What follows belongs to an exercise in optimizing a design on an open flow for small area, a short achievable clock period and few clock cycles per item; a production flow would make more cautious choices. Function was checked by simulation only, so behaviour that the tests miss may differ from the original. Power is estimated from default activity; no workload was simulated.

==> design.v <==
module adder (A, B, result);
  parameter WIDTH = 32;
  input logic [WIDTH-1:0] A, B;
  output logic [WIDTH-1:0] result;
  assign result = A + B;
endmodule
module xorer (A, B, result);
  parameter WIDTH = 32;
  input logic [WIDTH-1:0] A, B;
  output logic [WIDTH-1:0] result;
  assign result = A ^ B;
endmodule
module xorer3 (A, B, C, result);
  parameter WIDTH = 32;
  input logic [WIDTH-1:0] A, B, C;
  output logic [WIDTH-1:0] result;
  assign result = A ^ B ^ C;
endmodule
module bcrypt_core (
  input  logic         clk,
  input  logic         reset_l,
  input  logic         start,
  input  logic [4:0]   cost,
  input  logic [127:0] salt,
  input  logic [575:0] key,
  output logic [31:0]  s_addr,
  output logic [3:0]   s_we,
  output logic [127:0] s_wdata,
  input  logic [127:0] s_rdata,
  output logic [191:0] hash,
  output logic         done
);
  localparam logic [575:0] PI_P = 576'h8979fb1b9216d5d9b54709173f84d5b5c97c50ddc0ac29b734e90c6cbe5466cf38d01377452821e6ec4e6c89082efa98299f31d0a40938220370734413198a2e85a308d3243f6a88;
  localparam logic [191:0] CTEXT = {32'h6f756274, 32'h63727944, 32'h64657253, 32'h65686f6c, 32'h65616e42, 32'h4f727068};
  localparam logic [1:0] PH_SALTED = 2'd0,   
                         PH_KEY    = 2'd1,   
                         PH_SALT   = 2'd2,   
                         PH_CTEXT  = 2'd3;   
  localparam logic [9:0] CNT_P0 = 10'd1015;  
  logic         busy, done_r;
  logic [4:0]   k;        
  logic [1:0]   phase;
  logic [9:0]   cnt;      
  logic [575:0] P;        
  logic [31:0]  l, r;     
  logic [63:0]  c1, c2;   
  wire in_exp  = (phase != PH_CTEXT);
  wire ppart   = in_exp & cnt[9];
  wire keyen   = in_exp & (cnt == CNT_P0);
  wire salten  = (phase == PH_SALTED) & (k[4:1] == 4'd0);
  wire pfix    = in_exp & ((cnt[9:3] == 7'h7f) | (cnt == 10'd0));
  wire [3:0] pidx = cnt[3:0] - 4'd8;
  wire byp     = pfix & (k[4:1] == pidx);
  wire k17     = (k == 5'd17);
  wire exp_end = in_exp & (cnt == 10'd511);
  wire ct_bend = (cnt[5:0] == 6'd63);    
  wire ct_end  = ct_bend & cnt[7];        
  wire [31:0] iter_inc = {1'b0, c1[30:0]} + 32'd1;
  logic it_last;          
  logic [17:0] kh;        
  logic [31:0] kmux, pi_w;
  always_comb begin
    kmux = 32'h0;
    pi_w = 32'h0;
    for (int i = 0; i < 18; i++) begin
      kmux = kmux | ({32{kh[i]}} & key[32*i +: 32]);
      pi_w = pi_w | ({32{kh[i]}} & PI_P[32*i +: 32]);
    end
  end
  wire [1:0]  ssel = (phase == PH_SALT) ? k[1:0] : {~cnt[0], k[0]};
  wire [31:0] smux = salt[32*ssel +: 32];
  wire [31:0] kw    = (phase == PH_SALT) ? smux : kmux;
  logic [31:0] pv;
  always_comb begin
    pv = P[31:0];
    if (keyen & (phase == PH_SALTED)) pv = pi_w;
    if (byp) pv = k[0] ? c2[63:32] : c2[31:0];
  end
  wire [31:0] tailv = pv ^ (keyen ? kw : 32'h0);
  wire [31:0] head  = tailv ^ (salten ? smux : 32'h0);
  wire [31:0] f_a = s_rdata[31:0] + s_rdata[63:32];
  wire [31:0] f_x = f_a ^ s_rdata[95:64];
  wire [31:0] f   = f_x + s_rdata[127:96];
  wire [31:0] t   = r ^ head;
  wire        fen = (k != 5'd0);
  wire [31:0] l_next = t ^ (fen ? f : 32'h0);
  wire sw = busy & in_exp & ~cnt[9] & (k >= 5'd16);
  logic [31:0] a_alt, a_f, a_t;
  logic [3:0]  use_f;
  always_comb begin
    a_f = {f[7:0], f[15:8], f[23:16], f[31:24]};
    a_t = {t[7:0], t[15:8], t[23:16], t[31:24]};
    a_alt = {t[7:0], t[15:8], t[23:16], t[31:24]};
    use_f = {4{fen}};
    s_we = 4'b0000;
    s_wdata = {4{l ^ ((k == 5'd16) ? ((cnt == 10'd0) ? c2[63:32] : P[63:32]) : 32'h0)}};
    if (sw) begin
      s_we[cnt[8:7]] = 1'b1;
      use_f[cnt[8:7]] = 1'b0;
      a_alt[8*cnt[8:7] +: 8] = {cnt[6:0], k[0]};
    end
    for (int b = 0; b < 4; b++)
      s_addr[8*b +: 8] = (a_f[8*b +: 8] & {8{use_f[b]}}) ^ (use_f[b] ? a_t[8*b +: 8] : a_alt[8*b +: 8]);
  end
  assign hash = {l, r, c2, c1};
  assign done = done_r;
  always_ff @(posedge clk)
    P <= {tailv, P[575:32]};
  always_ff @(posedge clk)
    it_last <= iter_inc[cost];
  always_ff @(posedge clk) begin
    if (~reset_l) begin
      busy   <= 1'b0;
      done_r <= 1'b0;
    end
    else if (!busy) begin
      if (start) begin
        busy   <= 1'b1;
        done_r <= 1'b0;
        phase  <= PH_SALTED;
        cnt    <= CNT_P0;
        k      <= 5'd0;
        kh     <= 18'd1;
        c1[30:0] <= 31'd0;
        r      <= 32'h0;
        l      <= 32'h0;
      end
    end
    else begin
      k <= k17 ? 5'd0 : k + 5'd1;
      kh <= {kh[16:0], kh[17]};
      if (!k17) begin
        l <= l_next;
        r <= l;
      end
      else if (phase == PH_CTEXT) begin
        cnt <= cnt + 10'd1;
        r   <= t;
        if (ct_bend) begin
          if (cnt[7]) begin
            busy   <= 1'b0;
            done_r <= 1'b1;
          end
          else begin
            if (cnt[6]) c2 <= {l, t};
            else        c1 <= {l, t};
            r <= cnt[6] ? CTEXT[159:128] : CTEXT[95:64];
            l <= cnt[6] ? CTEXT[191:160] : CTEXT[127:96];
          end
        end
      end
      else if (exp_end) begin
        cnt <= CNT_P0;
        r   <= 32'h0;
        l   <= 32'h0;
        if (phase == PH_SALT) begin
          if (it_last) begin
            phase <= PH_CTEXT;
            cnt   <= 10'd0;
            r     <= CTEXT[31:0];
            l     <= CTEXT[63:32];
          end
          else begin
            c1[30:0] <= iter_inc[30:0];
            phase <= PH_KEY;
          end
        end
        else
          phase <= phase + 2'd1;
      end
      else begin
        r   <= t;
        cnt <= cnt + 10'd1;
        if (ppart) c2 <= {l, t};
      end
    end
  end
endmodule
==> flow/run.sh <==
#!/bin/bash
# The standard layout, with the ports buffered by buf_1 cells and more rounds
# of antenna repair after detailed routing.
set -euo pipefail
export BUFFER_PORTS_ARGS="-buffer_cell sky130_fd_sc_hd__buf_1"
export MAX_REPAIR_ANTENNAS_ITER_DRT=12
bash standard.sh > standard.log 2>&1
==> standard.sh <==
#!/bin/bash
# synth_recipe.tcl (not shown) runs the flow's synth.tcl, then flattens the netlist and writes it again
# the make line also repeats each setting of config.mk as NAME=value (left out here)
make -C /OpenROAD-flow-scripts/flow DESIGN_CONFIG=/design/flow/config.mk WORK_HOME=/design/flow/orfs CLKGATE_MAP_FILE= SYNTH_SCRIPT=/design/flow/synth_recipe.tcl "${@:-finish}"
==> config.mk <==
export PLATFORM = sky130hd
export DESIGN_NAME = bcrypt_core
export DESIGN_NICKNAME = bcrypt_core
export VERILOG_FILES = /design/flow/design.v
export SDC_FILE = /design/flow/constraint.sdc
export NUM_CORES = 4
export LEC_CHECK = 0
export CAP_MARGIN = 30
export CORE_MARGIN = 2
export CORE_UTILIZATION = 20
export CTS_CLUSTER_DIAMETER = 100
export CTS_CLUSTER_SIZE = 20
export PLACE_DENSITY = 0.75
export SETUP_SLACK_MARGIN = 4
export SLEW_MARGIN = 40
export TNS_END_PERCENT = 5
==> constraint.sdc <==
create_clock -name core_clock -period 10.0 [get_ports {clk}]
set_input_delay 2.0000 -clock core_clock [delete_from_list [all_inputs] [get_ports {clk}]]
set_output_delay 2.0000 -clock core_clock [all_outputs]
set_load 0.01 [all_outputs]
==> results of run 1 <==
area by class of cell:
cell class              instances  area [µm²]  share of cell area, %
repair buffers               1330        5570                   12.8
well taps                    2218        2780                   6.38
diodes                        119         298                  0.684
clock buffers                  77        1370                   3.16
inverters                      79         299                  0.687
multi-input cells            1954       14700                   33.8
flip-flops and latches        806       18400                   42.3
clock inverters                 8         103                  0.236
layout by cell type, fill, tap and decap left out, types with 23 or more instances in the layout:
| master | instances |
|---|---|
| mux2i_1 | 38 |
| clkbuf_16 | 51 |
| clkbuf_1 | 26 |
| o21ai_0 | 76 |
| a221oi_1 | 60 |
| a222oi_1 | 32 |
| a21oi_1 | 193 |
| o221ai_1 | 29 |
| ha_1 | 62 |
| a22oi_1 | 113 |
| a21o_1 | 23 |
| buf_1 | 1180 |
| xnor2_1 | 128 |
| edfxtp_1 | 227 |
| a22o_1 | 68 |
| buf_4 | 130 |
| diode_2 | 119 |
| inv_1 | 70 |
| xor2_1 | 124 |
| mux4_2 | 35 |
| nand3_1 | 70 |
| and2_1 | 25 |
| nor3_1 | 40 |
| o21ai_1 | 33 |
| a211oi_1 | 44 |
| nand2_1 | 224 |
| dfxtp_1 | 579 |
| nand4_1 | 53 |
| xnor2_2 | 37 |
| nor2_1 | 154 |
stage by stage:
step	cell area, µm²	hold WS (ns)
finish	43500	0.313
floorplan	34400	0.310
global route	43500	0.326
global placement	41000	0.310
detailed placement	41100	0.312
CTS	42900	0.315
power by group:
| part | total (µW) | internal [µW] | switching (µW) | leakage (µW) |
|---|---|---|---|---|
| logic | 2430 | 838 | 1590 | 0.00773 |
| clock network | 2110 | 967 | 1150 | 0.000708 |
| registers | 3660 | 3550 | 117 | 0.00686 |
metal layers:
| layer | routed length [µm] | track usage, % | vias to the layer above |
|---|---|---|---|
| met4 | 24400 | 23.9 | 40 |
| li1 | - | - | 13700 |
| met2 | 131000 | 50.3 | 2212 |
| met5 | 269 | 0 | - |
| met1 | 82300 | 27.6 | 16300 |
| met3 | 17200 | 5.24 | 717 |
what timing repair did:
| item | CTS | global route |
|---|---|---|
| pin swaps | 21 | 34 |
| buffers inserted | 20 | 12 |
| gates resized for setup | 45 | 48 |
| setup endpoints to repair | 109 | 124 |
state kept, by name, summed over array words and instances, names as in the netlist:
| signal | flops |
|---|---|
| cnt | 10 |
| kh | 18 |
| P | 576 |
| done_r | 1 |
| l | 32 |
| phase | 2 |
| busy | 1 |
| it_last | 1 |
| c2 | 64 |
| c1 | 64 |
| k | 5 |
| r | 32 |
cell usage after synthesis (5+ instances only):
cell type,count,area [µm²]
a221oi_1,61,534
inv_1,74,278
o221ai_1,29,254
and3_1,13,81.3
mux4_2,35,788
a31oi_1,15,93.8
mux2i_1,40,400
a222oi_1,32,320
nor3_1,42,210
o21ai_0,87,435
nor2_1,160,601
a22o_1,68,596
nand3_1,74,370
dfxtp_1,579,11600
a311oi_1,5,43.8
xnor2_1,136,1190
nand4_1,53,332
a21oi_1,209,1050
nor4_1,20,125
clkbuf_1,112,420
a221o_1,12,120
a21o_1,23,173
or4_1,9,67.6
buf_1,22,82.6
buf_6,13,146
xor2_1,133,1160
o22ai_1,8,50.1
or3_1,13,81.3
xnor2_2,29,472
buf_2,25,125
buf_4,100,751
o21ai_1,30,150
a211oi_1,46,345
nand2_1,225,845
o211ai_1,12,90.1
o21a_1,7,52.6
and2_1,25,156
nor2b_1,17,106
edfxtp_1,227,6820
ha_1,73,913
nand2b_1,19,119
o21bai_1,7,52.6
a22oi_1,117,878
worst max-delay path by stage:
| stage | from | to | slack (ns) | cells past startpoint |
|---|---|---|---|---|
| finish | s_rdata[33] | s_addr[6] | 1.57 | 23 |
| global route | s_rdata[33] | s_addr[2] | 1.36 | 24 |
| CTS | s_rdata[1] | s_addr[10] | 1.55 | 23 |
| detailed placement | s_rdata[1] | s_addr[6] | 0.75 | 22 |
| global placement | s_rdata[1] | s_addr[6] | 0.79 | 23 |
| floorplan | s_rdata[45] | s_addr[7] | 2.41 | 20 |
cells by family after synthesis:
family	synth area share, %
xor gates and xnor gates	8.39
muxes	3.47
and+or+nand+nor	9.80
DFF	53.8
AOI/OAI and AO/OA	16.5
adders and majority gates	2.78
buffers and inverters	5.33
critical path, stage by stage:
cell and delay (ns):
buf_6 0.10, ha_4 0.24, a211oi_4 0.32, o21ai_2 0.10
buf_4 0.15, a41oi_4 0.27, a31oi_4 0.16, a21oi_2 0.19
o21ai_1 0.10, a221o_1 0.36, xnor2_2 0.18, ha_2 0.34
a21o_1 0.22, a21oi_1 0.18, nor2_1 0.08, nor2_1 0.12
o21ai_0 0.11, a21oi_1 0.17, nand2_1 0.11, a311oi_4 0.44
xor2_2 0.13, o21ai_2 0.13, clkbuf_4 0.21
==> results.yml, run 1 <==
placed_design:
  place_inst: 6354
  dpl.hpwl_mm: 212
  io_buffers: 1196
  globalplace.congestion: 1.00
  dp_slack_ns: 0.754
power:
  peakVddDrop_mv: 0.127
  power.leakage_uw: 0.0153
  report.power.total_uw: 8210
  power_density_nw_per_um2: 189
yosys:
  synth.avg_cell_area_um2: 11.0
  ys_ff_latch: 806
  synthArstFlopShare_pct: 0
  synth_edf_count: 227
  syn_inst: 3112
  syn_nets: 4027
  seq_area_frac_synth_pct: 53.8
  synth_area_um2: 34200
  synth.distinct_cells: 87
  synth_top_flop_cell: "dfxtp_1"
  yosysWarnings: 1
sta:
  finalSetupViolCount: 0
  finalCriticalPeriod_ns: 8.43
  worstMarginPinSlew_ns: 0.935
  fin_worst_skew_ns: 0.0413
  fin_setup_tns_ns: 0
  max_freq_mhz: 119
  drv_slew: 0
  rsz0062_at_grt: "yes"
  final_hold_viol_count: 0
  min_period_over_period_pct: 84.3
  setup_ws_ns: 1.57
  slew_headroom_pct: 37.5
worst_hold_path:
  hold_path_class: "reg -> reg"
  hold_end: "P[190]"
  worstHoldStart: "P[222]"
  min_path_cells: 0
global_routing:
  grt_max_degree: 50
  grt_pass1_vias: 30600
  grt_pass1_wl_mm: 316
  grt_antenna_before_repair: 235
  grt-ovfl-total: 0
  grt_usage_pct: 27.9
worst_setup_path:
  crit_path_end_kind: "output port"
  reg2reg_slack_ns: 4.78
  r2r.worst_path.cells: 10
  reg2reg_to: "c1[22]"
  critPathMaxFanout: 6
  regToRegStartpoint: "phase[0]"
  crit_arrival_ns: 6.43
  crit_required_ns: 8.00
  cp-start-kind: "input pin"
  worst-setup-path-type: "in -> out"
finish:
  syn2layout_area_growth_pct: 27.1
  postLayoutCoreUtil_pct: 25.7
  nNetsFinal: 5135
  finalNonFillerCells: 6591
  fill_cells: 18200
  drive_gt1_share_pct: 9.61
cts:
  hold_buffers: 0
  ctsLongestPathBuffers: 3
  clock-root-buffer: "clkbuf_16"
  cts_tree: "yes"
  htree_levels: 2
  cts_sinks: 806
  clk_pin_slew_ns: 0.08
  numCtsBuffers: 49
  insertion_delay_ns: 0.64
detailed_routing:
  drt_wl_total_mm: 255
  antenna_left: 0
  viasPerCell: 5.00
  vias: 33000
  initialDrtViolationCount: 3755
  drc: 0
  wire_per_inst_um: 38.8
  first_pass_iters: 8
floorplan:
  core_um2: 170000
  die_w_um: 418
  initial_utilization_pct: 20.2
  io_pins: 1197
  die_h_um: 418
  row_count: 151
  dieArea_um2: 175000
status:
  outcome: "finished clean"
job:
  maxCapViolations: 0
Testbench counts, summed over its fixed seeds: cycles 681,180, hashes 18.
==> run 2, diff against run 1 <==
--- a/config.mk
+++ b/config.mk
@@ -12,5 +12,5 @@
 export CTS_CLUSTER_SIZE = 20
 export PLACE_DENSITY = 0.75
-export SETUP_SLACK_MARGIN = 4
+export SETUP_SLACK_MARGIN = 3
 export SLEW_MARGIN = 40
 export TNS_END_PERCENT = 5
==> results.yml, run 2 <==
detailed_routing:
  drc: 0
  drt_wl_total_mm: 251
  viasPerCell: 5.04
  first_pass_iters: 8
  initialDrtViolationCount: 3940
  vias: 33100
  wire_per_inst_um: 38.3
  antenna_left: 0
sta:
  setup_ws_ns: 1.63
  finalCriticalPeriod_ns: 8.37
  finalSetupViolCount: 0
  drv_slew: 0
  final_hold_viol_count: 0
  fin_worst_skew_ns: 0.0468
  fin_setup_tns_ns: 0
  worstMarginPinSlew_ns: 0.906
  min_period_over_period_pct: 83.7
  max_freq_mhz: 119
  slew_headroom_pct: 39.4
  rsz0062_at_grt: "yes"
worst_setup_path:
  reg2reg_to: "c1[22]"
  path_delay_family: "simple AND/OR/NAND/NOR gates"
  cp_cell_sequence: "buf_1 > ha_2 > nand3_2 > or3_1 > o21ai_2 > a21o_1 > a21o_1 > a21oi_2 > xnor2_1 > ha_2 > nand3_2 > or3_4 > or2_4 > a2111oi_4 > a2111oi_4 > o211ai_1 > a21oi_2 > nor3_4 > xnor2_2 > a21oi_2 > buf_6"
  max_stage_delay_ns: 0.42
  crit_buf_inv: 2
  worst-setup-path-type: "in -> out"
  r2r.worst_path.cells: 10
  reg2reg_slack_ns: 4.72
  regToRegStartpoint: "phase[0]"
  crit_required_ns: 8.00
  cp-start-kind: "input pin"
  worst_path_most_repeated_cell: "a21oi_2"
  critPathMaxFanout: 5
  crit_arrival_ns: 6.37
  crit_path_end_kind: "output port"
  crit_path_top_delay_cell: "or3_4"
global_routing:
  grt_pass1_wl_mm: 310
  grt_pass1_vias: 30300
  top_usage_layer: "met2"
  use_met1_pct: 27.6
  use_met3_pct: 4.30
  grt_util_met2_pct: 50.0
  grt_antenna_before_repair: 255
  grt_max_degree: 65
  grt_usage_pct: 27.3
  grt-ovfl-total: 0
job:
  maxCapViolations: 0
finish:
  largest_reg_flops: 576
  syn2layout_area_growth_pct: 26.6
  largest-register: "P"
  final_cell_mix: "buf_1, dfxtp_1, edfxtp_1, nand2_1, a21oi_1"
  reg_top3: "P (576), c1 (64), c2 (64)"
  nNetsFinal: 5126
  layout_commonest_cell: "buf_1"
  finalNonFillerCells: 6567
  multi_input_area_um2: 14700
  fill_cells: 18200
  seq_area_um2: 18400
  drive_gt1_share_pct: 9.21
yosys:
  synth_area_um2: 34200
  synth_top_flop_cell: "dfxtp_1"
  synthArstFlopShare_pct: 0
  yosys.area.top_type: "dfxtp_1"
  ys_ff_latch: 806
  synth_area_leaders: "dfxtp_1, edfxtp_1, xnor2_1"
  synth.avg_cell_area_um2: 11.0
  syn_inst: 3112
  yosysMostFrequentCell: "dfxtp_1"
  synth_top_area_share_pct: 33.8
  synth.top_cells.by_count: "dfxtp_1, edfxtp_1, nand2_1"
  synth_edf_count: 227
  synth.distinct_cells: 87
  seq_area_frac_synth_pct: 53.8
  syn_nets: 4027
  yosysWarnings: 1
cts:
  clk_pin_slew_ns: 0.10
  insertion_delay_ns: 0.65
  htree_levels: 2
  cts_sinks: 806
  cts_tree: "yes"
  clock-root-buffer: "clkbuf_16"
  numCtsBuffers: 47
  ctsLongestPathBuffers: 3
floorplan:
  initial_utilization_pct: 20.2
  core_um2: 170000
  row_count: 151
  die_h_um: 418
  io_pins: 1197
  dieArea_um2: 175000
  die_w_um: 418
power:
  power_density_nw_per_um2: 187
  power.leakage_uw: 0.0152
  peakVddDrop_mv: 0.122
placed_design:
  place_inst: 6354
  globalplace.congestion: 1.00
  dp_slack_ns: 0.709
  io_buffers: 1196
  dpl.hpwl_mm: 211
worst_hold_path:
  hold_path_class: "reg -> reg"
  hold_end: "P[310]"
  worstHoldStart: "P[342]"
  min_path_cells: 0
status:
  outcome: "finished clean"
run 2: cell counts after synthesis:
Identical to the previous run, type by type.
run 2: cell type report:
class,instances,share of cell area [%]
Antenna cell,103,0.595
Clock buffer,77,3.02
Clock inverter,7,0.216
Inverter,79,0.690
Multi-Input combinational cell,1954,33.9
Sequential cell,806,42.5
Tap cell,2218,6.40
Timing Repair Buffer,1323,12.8
run 2: report_power, final:
group	internal (µW)	switching, µW
Combinational	812	1560
Clock	918	1140
Sequential	3550	109
Total	5280	2810
run 2: worst max-delay path by stage:
stage / start / end / slack, ns / cells past startpoint
after floorplan: s_rdata[45] / s_addr[7] / 2.41 / 20
after global placement: s_rdata[1] / s_addr[6] / 0.74 / 23
final: s_rdata[44] / s_addr[7] / 1.63 / 21
after global routing: s_rdata[1] / s_addr[2] / 1.42 / 24
after detailed placement: s_rdata[1] / s_addr[6] / 0.71 / 23
after CTS: s_rdata[33] / s_addr[4] / 1.49 / 24
run 2: per-layer routing:
| metal | up-vias | wire (µm) |
|---|---|---|
| li1 | 13600 | - |
| met1 | 16300 | 81800 |
| met2 | 2465 | 132000 |
| met3 | 740 | 16500 |
| met4 | 36 | 21200 |
| met5 | - | 232 |
run 2: worst reg2reg max path, stage by stage (launching register included):
cell	delay (ns)
edfxtp_1	0.57
nand2b_4	0.57
o21ai_4	0.70
buf_4	0.50
mux4_2	0.61
o221ai_2	0.57
xor2_1	0.28
xnor2_2	0.43
inv_2	0.09
nor2_1	0.57
a211oi_1	0.11
run 2: kinds of logic after synthesis:
| logic type | synth area share [%] |
|---|---|
| buf+inv | 5.33 |
| mux | 3.47 |
| xor+xnor | 8.39 |
| fa+ha+maj | 2.78 |
| flops | 53.8 |
| compound gates | 16.5 |
| simple gates | 9.80 |
run 2: metrics by stage:
step	hold WS (ns)	instance area (µm²)	power (µW)	util (%)
after floorplan	0.310	34400	4880	-
after global placement	0.310	41000	5930	24.1
after detailed placement	0.312	41100	5960	24.2
after CTS	0.311	42800	8040	25.2
after global routing	0.321	43300	8340	25.5
final	0.307	43400	8090	25.6
run 2: what timing repair did:
item / 4_1_cts / 5_1_grt
resized for setup: 38 / 50
endpoints found under the setup margin: 31 / 32
cloned: 0 / 0
pin swaps: 31 / 49
hold buffers: 0 / 0
buffers inserted: 13 / 12
==> run 3, diff against run 2 <==
--- a/config.mk
+++ b/config.mk
@@ -11,5 +11,5 @@
 export CTS_CLUSTER_DIAMETER = 100
 export CTS_CLUSTER_SIZE = 20
-export PLACE_DENSITY = 0.75
+export PLACE_DENSITY = 0.85
 export SETUP_SLACK_MARGIN = 3
 export SLEW_MARGIN = 40
==> results.yml, run 3 <==
power:
  combPwrFrac_pct: 29.8
  peakVddDrop_mv: 0.139
  power.share.sequential_pct: 45.4
  pwr-share-clk_pct: 24.8
  power_density_nw_per_um2: 186
  total_switching_power_uw: 2830
  power.leakage_uw: 0.0152
  swShare_pct: 35.0
  internal-power_uw: 5250
  report.power.total_uw: 8080
cts:
  htree_levels: 2
  cts_sinks: 806
  cts_tree: "yes"
  clk_pin_slew_ns: 0.09
  ctsLongestPathBuffers: 3
  insertion_delay_ns: 0.67
  clock-root-buffer: "clkbuf_16"
  hold_buffers: 0
  numCtsBuffers: 46
worst_setup_path:
  r2r.worst_path.cells: 11
  cp_cell_sequence: "buf_1 > ha_2 > a211oi_2 > o21ai_0 > o211ai_1 > a31oi_4 > a21o_1 > a21oi_1 > xnor2_1 > ha_1 > inv_1 > or3_4 > or2_4 > a2111oi_4 > a2111oi_4 > o211ai_1 > a21oi_2 > nor3_4 > xnor2_2 > a21oi_2 > buf_6"
  critPathMaxFanout: 5
  worst-setup-path-type: "in -> out"
  reg2reg_to: "c1[4]"
  max_stage_delay_ns: 0.42
  crit_path_end_kind: "output port"
  cp-start-kind: "input pin"
  path_delay_family: "compound AO/OA/AOI/OAI gates"
  reg2reg_slack_ns: 4.68
  crit_start: "s_rdata[40]"
  crit_buf_inv: 3
  crit_arrival_ns: 6.40
  crit_cells: 21
  regToRegStartpoint: "phase[0]"
  worstSetupEndpoint: "s_addr[7]"
  crit_path_top_delay_cell: "ha_2"
  crit_required_ns: 8.00
floorplan:
  initial_utilization_pct: 20.2
  row_count: 151
  die_h_um: 418
  io_pins: 1197
  dieArea_um2: 175000
  die_w_um: 418
  core_um2: 170000
job:
  maxCapViolations: 0
finish:
  postLayoutCoreUtil_pct: 25.6
  reg_top3: "P (576), c1 (64), c2 (64)"
  nNetsFinal: 5122
  syn2layout_area_growth_pct: 26.6
  final_cell_mix: "buf_1, dfxtp_1, edfxtp_1, nand2_1, a21oi_1"
  fill_cells: 18100
  largest_reg_flops: 576
  drive_gt1_share_pct: 9.55
  layout_commonest_cell: "buf_1"
  largest-register: "P"
  finalNonFillerCells: 6543
placed_design:
  globalplace.congestion: 0.997
  place_inst: 6352
  dp_slack_ns: 0.870
  dpl.hpwl_mm: 216
  io_buffers: 1196
sta:
  worstMarginPinSlew_ns: 0.906
  final_hold_viol_count: 0
  finalCriticalPeriod_ns: 8.40
  finalSetupViolCount: 0
  max_freq_mhz: 119
  drv_slew: 0
  slew_headroom_pct: 39.1
  setup_ws_ns: 1.60
  min_period_over_period_pct: 84.0
  fin_setup_tns_ns: 0
  rsz0062_at_grt: "yes"
  fin_worst_skew_ns: 0.0631
detailed_routing:
  antenna_left: 0
  drc: 0
  wire_per_inst_um: 39.2
  viasPerCell: 5.07
  vias: 33200
  first_pass_iters: 8
  initialDrtViolationCount: 3795
  drt_wl_total_mm: 257
global_routing:
  grt_antenna_before_repair: 239
  grt_usage_pct: 28.1
  grt-ovfl-total: 0
  grt_max_degree: 64
  grt_pass1_wl_mm: 320
  grt_pass1_vias: 31200
yosys:
  synth.avg_cell_area_um2: 11.0
  synthArstFlopShare_pct: 0
  synth_top_flop_cell: "dfxtp_1"
  syn_inst: 3112
  synth_area_leaders: "dfxtp_1, edfxtp_1, xnor2_1"
  synth.distinct_cells: 87
  yosysWarnings: 1
  synth_area_um2: 34200
  ys_ff_latch: 806
  synth.top_cells.by_count: "dfxtp_1, edfxtp_1, nand2_1"
  yosys.area.top_type: "dfxtp_1"
  synth_top_area_share_pct: 33.8
  seq_area_frac_synth_pct: 53.8
  yosysMostFrequentCell: "dfxtp_1"
  syn_nets: 4027
  synth_edf_count: 227
worst_hold_path:
  worstHoldStart: "P[87]"
  hold_path_class: "reg -> reg"
status:
  outcome: "finished clean"
## run 3: cell counts after synthesis
No cell type changed its count.
## run 3: cell families (layout without fill, tap and decap cells)
| kind of cell | count (synthesis) | count (layout) | share of synthesized area (%) |
|---|---|---|---|
| AND/OR/NAND/NOR | 695 | 695 | 9.80 |
| AO/OA/AOI/OAI | 809 | 809 | 16.5 |
| buffers and inverters | 352 | 1482 | 5.33 |
| flip-flops | 806 | 806 | 53.8 |
| multiplexers | 75 | 75 | 3.47 |
| other | 0 | 83 | 0 |
| XOR/XNOR | 300 | 300 | 8.39 |
| adder cells (fa/ha/maj) | 75 | 75 | 2.78 |
## run 3: how the worst min path moves through the flow
stage	cells after the start	slack, ns	to
final	0	0.31	P[55]
after global routing	0	0.32	P[536]
after CTS	0	0.32	P[72]
after detailed placement	0	0.31	P[36]
after global placement	0	0.31	P[520]
after floorplan	0	0.31	P[100]
## run 3: through the flow
step | hold WS [ns] | cell area (µm²)
after CTS | 0.315 | 42900
final | 0.310 | 43400
after global placement | 0.311 | 41000
after floorplan | 0.310 | 34400
after detailed placement | 0.312 | 41100
after global routing | 0.318 | 43300
## run 3: repair_timing
action                                  CTS  global route
pin swaps                                38            45
gates resized for setup                  64            45
endpoints found under the setup margin   32            32
buffers inserted                         17             7
## run 3: area by class of cell
type | instances | area (µm²) | area share [%]
Clock buffer | 79 | 1280 | 2.96
Tap cell | 2218 | 2780 | 6.40
Multi-Input combinational cell | 1954 | 14800 | 34.1
Clock inverter | 4 | 75.1 | 0.173
Antenna cell | 83 | 208 | 0.479
Timing Repair Buffer | 1320 | 5500 | 12.7
Inverter | 79 | 302 | 0.696
Sequential cell | 806 | 18400 | 42.5
## run 3: worst reg2reg max path: stages (launching register included)
cell and delay (ns):
edfxtp_1 0.60, nand2b_4 0.23, buf_4 0.55, nand2_4 0.10, o21ai_4 0.25, buf_4 0.53
mux4_2 0.53, o221ai_1 0.72, xor2_1 0.26, xnor2_2 0.76, nor2_1 0.31, a211oi_1 0.28
## run 3: per-layer routing
metal  vias to the layer above  share of wire, %  track usage [%]
li1                      13600                 -                -
met1                     16400                33             29.2
met2                      2444                52             51.3
met3                       761               6.8             4.80
met4                        34               7.5             19.5
met5                         -             0.085                0
## run 3: power groups by stage
stage	sequential (µW)	clock, µW	combinational, µW
5_1_grt	3680	2130	2520
3_3_place_gp	3730	0	2230
6_report	3660	2010	2410
2_1_floorplan	3690	0	1180
4_1_cts	3660	2020	2360
3_5_place_dp	3740	0	2260
==> run 4, diff against run 3 <==
--- a/config.mk
+++ b/config.mk
@@ -11,6 +11,6 @@
 export CTS_CLUSTER_DIAMETER = 100
 export CTS_CLUSTER_SIZE = 20
-export PLACE_DENSITY = 0.85
-export SETUP_SLACK_MARGIN = 3
+export PLACE_DENSITY = 0.75
+export SETUP_SLACK_MARGIN = 2
 export SLEW_MARGIN = 40
 export TNS_END_PERCENT = 5
==> results.yml, run 4 <==
status:
  outcome: "finished clean"
yosys:
  synth_edf_count: 227
  synth.distinct_cells: 87
  synth_top_area_share_pct: 33.8
  synth_top_flop_cell: "dfxtp_1"
  ys_ff_latch: 806
  synth_area_leaders: "dfxtp_1, edfxtp_1, xnor2_1"
  synthArstFlopShare_pct: 0
  synth.avg_cell_area_um2: 11.0
  yosysWarnings: 1
  synth_area_um2: 34200
  synth.top_cells.by_count: "dfxtp_1, edfxtp_1, nand2_1"
  yosysMostFrequentCell: "dfxtp_1"
  yosys.area.top_type: "dfxtp_1"
  syn_nets: 4027
  syn_inst: 3112
  seq_area_frac_synth_pct: 53.8
sta:
  drv_slew: 0
  slew_headroom_pct: 35.1
  rsz0062_at_grt: "yes"
  setup_ws_ns: 1.71
  fin_worst_skew_ns: 0.0418
  final_hold_viol_count: 0
  min_period_over_period_pct: 82.9
  finalSetupViolCount: 0
  worstMarginPinSlew_ns: 0.971
  finalCriticalPeriod_ns: 8.29
  fin_setup_tns_ns: 0
  max_freq_mhz: 121
worst_setup_path:
  crit_required_ns: 8.00
  cp-start-kind: "input pin"
  reg2reg_slack_ns: 4.70
  r2r.worst_path.cells: 10
  path_delay_family: "compound AO/OA/AOI/OAI gates"
  crit_buf_inv: 4
  crit_path_end_kind: "output port"
  crit_path_top_delay_cell: "xnor2_1"
  regToRegStartpoint: "phase[0]"
  max_stage_delay_ns: 0.44
  critPathMaxFanout: 5
  worst-setup-path-type: "in -> out"
  crit_arrival_ns: 6.29
  cp_cell_sequence: "buf_8 > ha_4 > a211oi_4 > o21ai_2 > a21o_1 > a21o_1 > a21oi_2 > inv_1 > a21oi_2 > xnor2_1 > ha_1 > nand4_1 > o21ba_2 > a211oi_4 > o21ai_2 > a311oi_2 > buf_4 > o21ai_0 > xnor2_1 > mux2i_1 > o21ai_1 > buf_1"
  reg2reg_to: "c1[22]"
power:
  pwr-share-clk_pct: 24.9
  peakVddDrop_mv: 0.151
  internal-power_uw: 5250
  power_density_nw_per_um2: 186
  combPwrFrac_pct: 29.6
  total_switching_power_uw: 2800
  power.share.sequential_pct: 45.5
  swShare_pct: 34.8
  report.power.total_uw: 8050
  power.leakage_uw: 0.0152
finish:
  reg_top3: "P (576), c1 (64), c2 (64)"
  postLayoutCoreUtil_pct: 25.6
  nNetsFinal: 5131
  syn2layout_area_growth_pct: 26.8
  largest_reg_flops: 576
  final_cell_mix: "buf_1, dfxtp_1, edfxtp_1, nand2_1, a21oi_1"
  layout_commonest_cell: "buf_1"
  largest-register: "P"
  finalNonFillerCells: 6580
  drive_gt1_share_pct: 9.39
floorplan:
  die_w_um: 418
  die_h_um: 418
  core_um2: 170000
  dieArea_um2: 175000
  io_pins: 1197
  initial_utilization_pct: 20.2
  row_count: 151
job:
  maxCapViolations: 0
placed_design:
  globalplace.congestion: 1.05
  dpl.hpwl_mm: 211
  io_buffers: 1196
  dp_slack_ns: 0.549
  place_inst: 6350
worst_hold_path:
  min_path_cells: 0
  worstHoldStart: "P[170]"
  hold_end: "P[138]"
  hold_path_class: "reg -> reg"
detailed_routing:
  drt_wl_total_mm: 251
  drc: 0
  vias: 33100
  antenna_left: 0
  wire_per_inst_um: 38.1
  viasPerCell: 5.02
  initialDrtViolationCount: 4046
  first_pass_iters: 6
cts:
  insertion_delay_ns: 0.65
  ctsLongestPathBuffers: 3
  cts_tree: "yes"
  clock-root-buffer: "clkbuf_16"
  numCtsBuffers: 46
  clk_pin_slew_ns: 0.10
  cts_sinks: 806
  htree_levels: 2
global_routing:
  grt_usage_pct: 27.4
  grt_max_degree: 65
  grt_pass1_wl_mm: 312
  grt-ovfl-total: 0
  grt_antenna_before_repair: 247
  grt_pass1_vias: 30300
## run 4: cell counts after synthesis
Identical to the previous run, type by type.
## run 4: layer usage
metal  track usage (%)  wire [µm]
met5                 0         82
met4              21.9      20800
met3              4.34      16900
met2              49.9     132000
met1              27.5      80600
## run 4: timing repair
action / CTS / global route
setup endpoints to repair: 23 / 24
pin swaps: 34 / 55
hold buffers: 0 / 0
buffers inserted: 22 / 12
resized for setup: 66 / 64
cloned: 0 / 0
## run 4: final cells by class
class,count,area (µm²)
antenna,114,285
clock buffer,75,1270
clock inverter,5,73.8
fill,18200,126000
inverter,79,303
multi-input combinational,1954,14700
sequential,806,18400
tap,2218,2780
timing repair buffer,1329,5620
## run 4: worst max-delay path by stage
stage / from / to / slack (ns) / depth (start not counted)
2_1_floorplan: s_rdata[3] / s_addr[7] / 2.06 / 20
3_3_place_gp: s_rdata[0] / s_addr[6] / 0.56 / 23
3_5_place_dp: s_rdata[0] / s_addr[3] / 0.55 / 23
4_1_cts: s_rdata[33] / s_addr[2] / 1.64 / 24
5_1_grt: s_rdata[1] / s_addr[2] / 1.48 / 24
6_report: s_rdata[1] / s_addr[11] / 1.71 / 22
## run 4: cell families (layout without fill, tap and decap cells)
group,Yosys count,count (layout),share of synthesized area (%)
simple gates,695,695,9.80
other cells,0,114,0
xor+xnor,300,300,8.39
compound gates,809,809,16.5
buf+inv,352,1488,5.33
mux,75,75,3.47
fa+ha+maj,75,75,2.78
flops,806,806,53.8
## run 4: power groups by stage
stage          registers, µW  clock network, µW  logic (µW)
4_1_cts                 3660               2020        2320
5_1_grt                 3670               2130        2510
6_report                3660               2010        2380
2_1_floorplan           3690                  0        1160
3_3_place_gp            3730                  0        2170
3_5_place_dp            3730                  0        2190
## run 4: stage by stage
stage          area, µm²  hold slack (ns)
2_1_floorplan      34200            0.310
3_5_place_dp       40900            0.312
4_1_cts            42700            0.311
3_3_place_gp       40700            0.310
6_report           43400            0.317
5_1_grt            43400            0.323
==> run 5, diff against run 4 <==
--- a/config.mk
+++ b/config.mk
@@ -9,4 +9,5 @@
 export CORE_MARGIN = 2
 export CORE_UTILIZATION = 20
+export CTS_BUF_LIST = sky130_fd_sc_hd__clkbuf_8 sky130_fd_sc_hd__clkbuf_16
 export CTS_CLUSTER_DIAMETER = 100
 export CTS_CLUSTER_SIZE = 20
==> results.yml, run 5 <==
status:
  outcome: "finished clean"
worst_setup_path:
  crit_required_ns: 8.00
  worst-setup-path-type: "in -> out"
  critPathMaxFanout: 5
  crit_path_end_kind: "output port"
  crit_start: "s_rdata[1]"
  cp-start-kind: "input pin"
  regToRegStartpoint: "phase[0]"
  crit_arrival_ns: 6.29
sta:
  slew_headroom_pct: 36.2
  max_freq_mhz: 121
  min_period_over_period_pct: 82.9
  drv_slew: 0
  finalCriticalPeriod_ns: 8.29
  rsz0062_at_grt: "yes"
  finalSetupViolCount: 0
  worstMarginPinSlew_ns: 0.954
  setup_ws_ns: 1.71
  fin_worst_skew_ns: 0.0442
  hold_slack_ns: 0.316
  final_hold_viol_count: 0
  fin_setup_tns_ns: 0
detailed_routing:
  vias: 33100
  initialDrtViolationCount: 3931
  viasPerCell: 5.04
  drt_wl_total_mm: 251
  first_pass_iters: 6
  drc: 0
  antenna_left: 0
  wire_per_inst_um: 38.1
floorplan:
  io_pins: 1197
  die_w_um: 418
  dieArea_um2: 175000
  initial_utilization_pct: 20.2
  row_count: 151
  die_h_um: 418
  core_um2: 170000
yosys:
  ys_ff_latch: 806
  synth_edf_count: 227
  synth_top_flop_cell: "dfxtp_1"
  synth_area_leaders: "dfxtp_1, edfxtp_1, xnor2_1"
  synth.top_cells.by_count: "dfxtp_1, edfxtp_1, nand2_1"
  synth_top_area_share_pct: 33.8
  yosysWarnings: 1
  syn_nets: 4027
  yosys.area.top_type: "dfxtp_1"
  yosysMostFrequentCell: "dfxtp_1"
  syn_inst: 3112
  synth.avg_cell_area_um2: 11.0
  synth_area_um2: 34200
  synthArstFlopShare_pct: 0
  seq_area_frac_synth_pct: 53.8
  synth.distinct_cells: 87
global_routing:
  grt_util_met2_pct: 49.9
  use_met1_pct: 27.5
  grt_pass1_wl_mm: 312
  grt_max_degree: 65
  grt_pass1_vias: 30300
  grt_usage_pct: 27.4
  use_met3_pct: 4.34
  grt_antenna_before_repair: 247
  grt-ovfl-total: 0
  top_usage_layer: "met2"
cts:
  clk_pin_slew_ns: 0.09
  insertion_delay_ns: 0.65
  cts_tree: "yes"
  clock-root-buffer: "clkbuf_16"
  cts_sinks: 806
  htree_levels: 2
  hold_buffers: 0
  ctsLongestPathBuffers: 3
  numCtsBuffers: 46
finish:
  largest_reg_flops: 576
  drive_gt1_share_pct: 9.39
  layout_commonest_cell: "buf_1"
  reg_top3: "P (576), c1 (64), c2 (64)"
  nNetsFinal: 5131
  largest-register: "P"
  seq_area_um2: 18400
  fill_cells: 18200
  syn2layout_area_growth_pct: 26.7
  final_area_um2: 43400
  final_cell_mix: "buf_1, dfxtp_1, edfxtp_1, nand2_1, a21oi_1"
  multi_input_area_um2: 14700
placed_design:
  dpl.hpwl_mm: 211
  globalplace.congestion: 1.05
  dp_slack_ns: 0.549
  dpl_cell_area_um2: 40900
  io_buffers: 1196
power:
  peakVddDrop_mv: 0.152
  combPwrFrac_pct: 29.7
  total_switching_power_uw: 2810
  pwr-share-clk_pct: 24.7
  swShare_pct: 35.0
  power_density_nw_per_um2: 185
  internal-power_uw: 5220
  power.share.sequential_pct: 45.6
  power.leakage_uw: 0.0153
worst_hold_path:
  worstHoldStart: "P[170]"
  hold_path_class: "reg -> reg"
job:
  maxCapViolations: 0
## run 5: cell counts after synthesis
No cell type changed its count.
## run 5: repair_timing
action | CTS | global route
resized for setup | 66 | 64
setup endpoints to repair | 23 | 24
buffers inserted | 22 | 12
gates cloned | 0 | 0
pin swaps | 34 | 55
## run 5: final timing paths
kind	end	slack, ns	cells past startpoint
setup / recovery	s_addr[11]	1.71	22
hold / removal	P[138]	0.32	0
setup reg to reg	c1[22]	4.66	10
hold reg to reg	P[138]	0.32	0
## run 5: power by group through the flow
stage / Sequential (µW) / Clock, µW / Combinational [µW]
final: 3660 / 1980 / 2380
after global routing: 3670 / 2100 / 2510
after CTS: 3660 / 2000 / 2320
after detailed placement: 3730 / 0 / 2190
after global placement: 3730 / 0 / 2170
after floorplan: 3690 / 0 / 1160
## run 5: layer usage
metal / vias up / part of all wire [%]
li1: 13600 / -
met1: 16400 / 32
met2: 2422 / 53
met3: 733 / 6.7
met4: 14 / 8.1
met5: - / 0.037
## run 5: cell families after synthesis
family                     count (synthesis)  share of synthesized area (%)
xor gates and xnor gates                 300                           8.39
buffers and inverters                    352                           5.33
DFF                                      806                           53.8
and+or+nand+nor                          695                           9.80
adders and majority gates                 75                           2.78
muxes                                     75                           3.47
AOI/OAI and AO/OA                        809                           16.5
## run 5: metrics by stage
| step | util, % | power [µW] | cells |
|---|---|---|---|
| after detailed placement | 24.1 | 5930 | 6350 |
| after global routing | 25.6 | 8280 | 6560 |
| final | 25.6 | 8030 | 6576 |
| after CTS | 25.2 | 7980 | 6452 |
| after floorplan | - | 4850 | 3112 |
| after global placement | 24.0 | 5890 | 6342 |
## run 5: cell type report
type                       instances  area share [%]
antenna                          110           0.634
inverter                          79           0.698
multi-input combinational       1954            33.8
tap                             2218            6.39
clock buffer                      47            2.68
timing repair buffer            1329            12.9
sequential                       806            42.4
clock inverter                    33           0.412
## run 5: worst max-delay path: stages
cell	delay, ns
buf_8	0.10
ha_4	0.24
a211oi_4	0.25
o21ai_2	0.12
a21o_1	0.17
a21o_1	0.18
a21oi_2	0.14
inv_1	0.06
a21oi_2	0.16
xnor2_1	0.09
ha_1	0.37
nand4_1	0.18
o21ba_2	0.20
a211oi_4	0.24
o21ai_2	0.12
a311oi_2	0.35
buf_4	0.19
o21ai_0	0.14
xnor2_1	0.44
mux2i_1	0.14
o21ai_1	0.15
buf_1	0.25

## what the ideal ports hide
How much do the figures lean on ideal ports? The routed layouts below were timed once more, with nothing changed but the port constraints. Step 1 assumes that a clkbuf_16 drives the clock port and a buf_2 every other input. Step 2 also shifts input and output timing later by t, the mid clock arrival at the registers, as if the neighbouring blocks saw the same clock. Slacks: no drivers / after step 1 / after step 2; pairs: no drivers / after step 1.
| run | shift t [ns] | setup WS [ns] | hold WS [ns] | worst register clock-pin slew, ns | worst slew at a driven data input, ns |
|---|---|---|---|---|---|
| run 1 | 0.718 | 1.566 / 1.464 / 1.464 | 0.313 / 0.313 / 0.313 | 0.10 / 0.10 | 0.40 |
| run 2 | 0.707 | 1.628 / 1.530 / 1.530 | 0.307 / 0.307 / 0.307 | 0.10 / 0.10 | 0.41 |
| run 3 | 0.730 | 1.595 / 1.524 / 1.524 | 0.310 / 0.310 / 0.310 | 0.11 / 0.11 | 0.38 |
| run 4 | 0.726 | 1.712 / 1.587 / 1.587 | 0.317 / 0.317 / 0.317 | 0.10 / 0.10 | 0.45 |
| run 5 | 0.724 | 1.714 / 1.590 / 1.590 | 0.316 / 0.316 / 0.316 | 0.10 / 0.10 | 0.45 |
After both steps setup and hold are still met in every run listed. The setup slack of run 4, which loses most, moves by -0.125 ns with the drivers and by -0.125 ns with both steps.
